What follows belongs to an exercise in optimizing a design on an open flow for small area and a short achievable clock period; a production flow would make more cautious choices.
Function was checked by simulation only, so behaviour that the tests miss may differ from the original.

==> inputs of job 5871 <==
==> flow/design.v (excerpt) <==
module tflaf_top
#(parameter L_ORD = 2, Q_ORD = 7, WIDTH = 16, QP = 12)
(
    input clk,
    input reset,
    input [WIDTH-1:0] signal_in,
    input [WIDTH-1:0] desired_in,
    output [WIDTH-1:0] filter_out_d,
    output reg [WIDTH-1:0] error_d
);
==> flow/config.mk <==
export PLATFORM = sky130hd
export DESIGN_NAME = tflaf_top
export DESIGN_NICKNAME = tflaf_top
export VERILOG_FILES = /design/flow/design.v
export SDC_FILE = /design/flow/constraint.sdc
export NUM_CORES = 4
export LEC_CHECK = 0
export ABC_AREA = 1
export CAP_MARGIN = 20
export CORE_MARGIN = 2
export CORE_UTILIZATION = 45
export PLACE_DENSITY = 0.6
export SETUP_SLACK_MARGIN = 3.8
export SLEW_MARGIN = 20
==> flow/constraint.sdc <==
create_clock -name core_clock -period 8.5 [get_ports {clk}]
set_input_delay 1.7000 -clock core_clock [delete_from_list [all_inputs] [get_ports {clk}]]
set_output_delay 1.7000 -clock core_clock [all_outputs]
set_load 0.01 [all_outputs]
run.sh (not shown) runs the stock make flow with config.mk's settings and CLKGATE_MAP_FILE= SYNTH_SCRIPT=/design/flow/synth_recipe.tcl, a recipe that flattens the netlist after the stock synthesis.
==> inputs of job 1578, as changes to job 5871 <==
--- a/flow/design.v
+++ b/flow/design.v
@@ -2871,11 +2871,10 @@
     reg  [6:0]  m0c, m1c;
     reg  [12:0] xe0a [0:6], xe0b [0:6], xe1a [0:6], xe1b [0:6];
     reg  [6:0]  xe0c, xe1c;
     reg  [8:0]  xec;
     reg  [15:0] ya, yb;
-    reg         reset_d;
     reg  [8:0]  mu;
     reg  [4:0]  mu_one, mu_two, mu_neg;
     wire [15:0] p0a [0:6], p0b [0:6], p1a [0:6], p1b [0:6];
     wire [6:0]  p0c, p1c;
     wire [12:0] q0a [0:6], q0b [0:6], q1a [0:6], q1b [0:6];
@@ -2931,19 +2930,21 @@
                 f0[g] <= fn[g];
                 f1[g] <= f0[g]; f2[g] <= f1[g]; f3[g] <= f2[g]; f4[g] <= f3[g];
                 e1[g] <= en[g];
             end
             always @(posedge clk) begin
-                m0a[g] <= p0a[g]; m0b[g] <= p0b[g]; m0c[g] <= p0c[g];
-                m1a[g] <= p1a[g]; m1b[g] <= p1b[g]; m1c[g] <= p1c[g];
-                xe0a[g] <= q0a[g]; xe0b[g] <= q0b[g]; xe0c[g] <= q0c[g];
-                xe1a[g] <= q1a[g]; xe1b[g] <= q1b[g]; xe1c[g] <= q1c[g];
-            end
-            always @(posedge clk) begin
-                if (reset | reset_d) begin
+                if (reset) begin
+                    m0a[g] <= 16'd0; m0b[g] <= 16'd0; m0c[g] <= 1'b0;
+                    m1a[g] <= 16'd0; m1b[g] <= 16'd0; m1c[g] <= 1'b0;
+                    xe0a[g] <= 13'd0; xe0b[g] <= 13'd0; xe0c[g] <= 1'b0;
+                    xe1a[g] <= 13'd0; xe1b[g] <= 13'd0; xe1c[g] <= 1'b0;
                     w0[g] <= 16'd0; w1[g] <= 16'd0;
                 end else begin
+                    m0a[g] <= p0a[g]; m0b[g] <= p0b[g]; m0c[g] <= p0c[g];
+                    m1a[g] <= p1a[g]; m1b[g] <= p1b[g]; m1c[g] <= p1c[g];
+                    xe0a[g] <= q0a[g]; xe0b[g] <= q0b[g]; xe0c[g] <= q0c[g];
+                    xe1a[g] <= q1a[g]; xe1b[g] <= q1b[g]; xe1c[g] <= q1c[g];
                     w0[g] <= w0[g] + {{3{xe0[g][12]}}, xe0[g]};
                     w1[g] <= w1[g] + {{3{xe1[g][12]}}, xe1[g]};
                 end
             end
         end
@@ -2961,29 +2962,22 @@
     booth_enc9 MUENC(.a(mu_n), .one(mu_n_one), .two(mu_n_two), .neg(mu_n_neg));
     always @(posedge clk) begin
         if (reset) begin
             s1 <= 16'd0; xt1 <= 10'd0; xt3 <= 10'd0;
             d1 <= 16'd0; d2 <= 16'd0; d3 <= 16'd0; d4 <= 16'd0;
-            mu <= 9'd0; error_d <= 16'd0;
+            mc <= 16'd0; xec <= 9'd0; wc <= 16'd0;
+            ya <= 16'd0; yb <= 16'd0; mu <= 9'd0; error_d <= 16'd0;
             mu_one <= 5'd0; mu_two <= 5'd0; mu_neg <= 5'd0;
         end else begin
             s1 <= signal_in; xt1 <= xt1_n; xt3 <= xt3_n;
             d1 <= desired_in; d2 <= d1; d3 <= d2; d4 <= d3;
+            mc <= wc;
+            xec <= mu;
+            wc <= wc + {{7{xec[8]}}, xec};
+            ya <= sa; yb <= sb;
             mu <= mu_n;
             mu_one <= mu_n_one; mu_two <= mu_n_two; mu_neg <= mu_n_neg;
             error_d <= err;
         end
     end
-    always @(posedge clk) begin
-        reset_d <= reset;
-        mc <= wc;
-        xec <= mu;
-        if (reset | reset_d) begin
-            wc <= 16'd0;
-            ya <= 16'd0; yb <= 16'd0;
-        end else begin
-            wc <= wc + {{7{xec[8]}}, xec};
-            ya <= sa; yb <= sb;
-        end
-    end
     assign filter_out_d = ya + yb;
 endmodule
--- a/flow/config.mk
+++ b/flow/config.mk
@@ -8,7 +8,7 @@
 export ABC_AREA = 1
 export CAP_MARGIN = 20
 export CORE_MARGIN = 2
 export CORE_UTILIZATION = 45
 export PLACE_DENSITY = 0.6
-export SETUP_SLACK_MARGIN = 3.8
+export SETUP_SLACK_MARGIN = 3.6
 export SLEW_MARGIN = 20
==> inputs of job 6485, as changes to job 5871 <==
--- a/flow/design.v
+++ b/flow/design.v
@@ -2871,11 +2871,10 @@
     reg  [6:0]  m0c, m1c;
     reg  [12:0] xe0a [0:6], xe0b [0:6], xe1a [0:6], xe1b [0:6];
     reg  [6:0]  xe0c, xe1c;
     reg  [8:0]  xec;
     reg  [15:0] ya, yb;
-    reg         reset_d;
     reg  [8:0]  mu;
     reg  [4:0]  mu_one, mu_two, mu_neg;
     wire [15:0] p0a [0:6], p0b [0:6], p1a [0:6], p1b [0:6];
     wire [6:0]  p0c, p1c;
     wire [12:0] q0a [0:6], q0b [0:6], q1a [0:6], q1b [0:6];
@@ -2931,19 +2930,21 @@
                 f0[g] <= fn[g];
                 f1[g] <= f0[g]; f2[g] <= f1[g]; f3[g] <= f2[g]; f4[g] <= f3[g];
                 e1[g] <= en[g];
             end
             always @(posedge clk) begin
-                m0a[g] <= p0a[g]; m0b[g] <= p0b[g]; m0c[g] <= p0c[g];
-                m1a[g] <= p1a[g]; m1b[g] <= p1b[g]; m1c[g] <= p1c[g];
-                xe0a[g] <= q0a[g]; xe0b[g] <= q0b[g]; xe0c[g] <= q0c[g];
-                xe1a[g] <= q1a[g]; xe1b[g] <= q1b[g]; xe1c[g] <= q1c[g];
-            end
-            always @(posedge clk) begin
-                if (reset | reset_d) begin
+                if (reset) begin
+                    m0a[g] <= 16'd0; m0b[g] <= 16'd0; m0c[g] <= 1'b0;
+                    m1a[g] <= 16'd0; m1b[g] <= 16'd0; m1c[g] <= 1'b0;
+                    xe0a[g] <= 13'd0; xe0b[g] <= 13'd0; xe0c[g] <= 1'b0;
+                    xe1a[g] <= 13'd0; xe1b[g] <= 13'd0; xe1c[g] <= 1'b0;
                     w0[g] <= 16'd0; w1[g] <= 16'd0;
                 end else begin
+                    m0a[g] <= p0a[g]; m0b[g] <= p0b[g]; m0c[g] <= p0c[g];
+                    m1a[g] <= p1a[g]; m1b[g] <= p1b[g]; m1c[g] <= p1c[g];
+                    xe0a[g] <= q0a[g]; xe0b[g] <= q0b[g]; xe0c[g] <= q0c[g];
+                    xe1a[g] <= q1a[g]; xe1b[g] <= q1b[g]; xe1c[g] <= q1c[g];
                     w0[g] <= w0[g] + {{3{xe0[g][12]}}, xe0[g]};
                     w1[g] <= w1[g] + {{3{xe1[g][12]}}, xe1[g]};
                 end
             end
         end
@@ -2961,29 +2962,22 @@
     booth_enc9 MUENC(.a(mu_n), .one(mu_n_one), .two(mu_n_two), .neg(mu_n_neg));
     always @(posedge clk) begin
         if (reset) begin
             s1 <= 16'd0; xt1 <= 10'd0; xt3 <= 10'd0;
             d1 <= 16'd0; d2 <= 16'd0; d3 <= 16'd0; d4 <= 16'd0;
-            mu <= 9'd0; error_d <= 16'd0;
+            mc <= 16'd0; xec <= 9'd0; wc <= 16'd0;
+            ya <= 16'd0; yb <= 16'd0; mu <= 9'd0; error_d <= 16'd0;
             mu_one <= 5'd0; mu_two <= 5'd0; mu_neg <= 5'd0;
         end else begin
             s1 <= signal_in; xt1 <= xt1_n; xt3 <= xt3_n;
             d1 <= desired_in; d2 <= d1; d3 <= d2; d4 <= d3;
+            mc <= wc;
+            xec <= mu;
+            wc <= wc + {{7{xec[8]}}, xec};
+            ya <= sa; yb <= sb;
             mu <= mu_n;
             mu_one <= mu_n_one; mu_two <= mu_n_two; mu_neg <= mu_n_neg;
             error_d <= err;
         end
     end
-    always @(posedge clk) begin
-        reset_d <= reset;
-        mc <= wc;
-        xec <= mu;
-        if (reset | reset_d) begin
-            wc <= 16'd0;
-            ya <= 16'd0; yb <= 16'd0;
-        end else begin
-            wc <= wc + {{7{xec[8]}}, xec};
-            ya <= sa; yb <= sb;
-        end
-    end
     assign filter_out_d = ya + yb;
 endmodule
--- a/flow/config.mk
+++ b/flow/config.mk
@@ -8,7 +8,7 @@
 export ABC_AREA = 1
 export CAP_MARGIN = 20
 export CORE_MARGIN = 2
 export CORE_UTILIZATION = 45
 export PLACE_DENSITY = 0.6
-export SETUP_SLACK_MARGIN = 3.8
+export SETUP_SLACK_MARGIN = 3.0
 export SLEW_MARGIN = 20
==> results.txt <==
| item | job 6485 | job 1578 | job 5871 |
|---|---|---|---|
| Data arrival time at the worst-slack endpoint | 3550 ps | 3310 ps | 3570 ps |
| Detailed router's first-iteration violation count | 15200 | 15400 | 14100 |
| Total of cells resized after clock tree synthesis | 7 | 56 | 126 |
| Delay of the slowest critical-path stage | 410 ps | 360 ps | 360 ps |
| Clock transition at path regs | 60 ps | 60 ps | 70 ps |
| Avg Vias per Cell | 5.44 | 5.43 | 5.49 |
| Achievable frequency | 190 MHz | 199 MHz | 190 MHz |
| Fraction of area in multi-input gates | 63.5% | 63.4% | 63.7% |
| Sink of the worst hold path | f3[5][13] | f2[4][11] | f3[2][11] |
| Worst hold slack across all endpoints | 294 ps | 293 ps | 313 ps |
| Worst Tran Pin Value | 1190 ps | 1170 ps | 1440 ps |
| Endpoint of the worst setup timing path | filter_out_d[12] | filter_out_d[12] | filter_out_d[14] |
| Number of antenna violations at the first check in global routing | 55 | 56 | 70 |
| Status | timing/DRC/antenna clean | timing/DRC/antenna clean | timing/DRC/antenna clean |
| Synthesized-area fraction occupied by adder cells | 32.7% | 32.7% | 33.6% |
| CP Depth | 16 | 16 | 17 |
| Starting Density | 45.2% | 45.2% | 45.2% |
| RR Endpoint | m0c[0] | yb[4] | m1c[2] |
| Sequential element share of the synthesized area | 20.0% | 20.0% | 20.5% |
| Clock-cell share of area | 3.97% | 3.95% | 3.93% |
| Slowest cell on the critical path | fa_1 | fa_2 | dfxtp_2 |

what the ideal ports hide:
How much do the figures lean on ideal ports? The routed layouts below were timed once more, with nothing changed but the port constraints. Step 1 assumes that a clkbuf_16 drives the clock port and a buf_2 every other input. Step 2 times the ports against the registers' clock, not the clock port: input delays grow and output delays shrink by t, the midpoint of the rising clock arrivals with the driver on. Slacks: ideal / step 1 / step 2; pairs: ideal / step 1.
run | shift t [ns] | setup slack, ns | worst hold slack (ns) | worst setup path at the end | worst register clock-pin slew, ns
job 5871 | 1.075 | 3.231 / 3.117 / 3.573 | 0.313 / 0.313 / 0.313 | input to register | 0.08 / 0.08
job 1578 | 1.091 | 3.486 / 3.386 / 3.307 | 0.293 / 0.293 / 0.293 | input to register | 0.08 / 0.08
job 6485 | 1.087 | 3.249 / 3.148 / 3.299 | 0.294 / 0.294 / 0.294 | register to register | 0.08 / 0.08
After both steps setup and hold are still met in every run listed. For job 1578, which loses most, drivers alone change the setup slack by -0.100 ns; drivers and shift together by -0.179 ns.
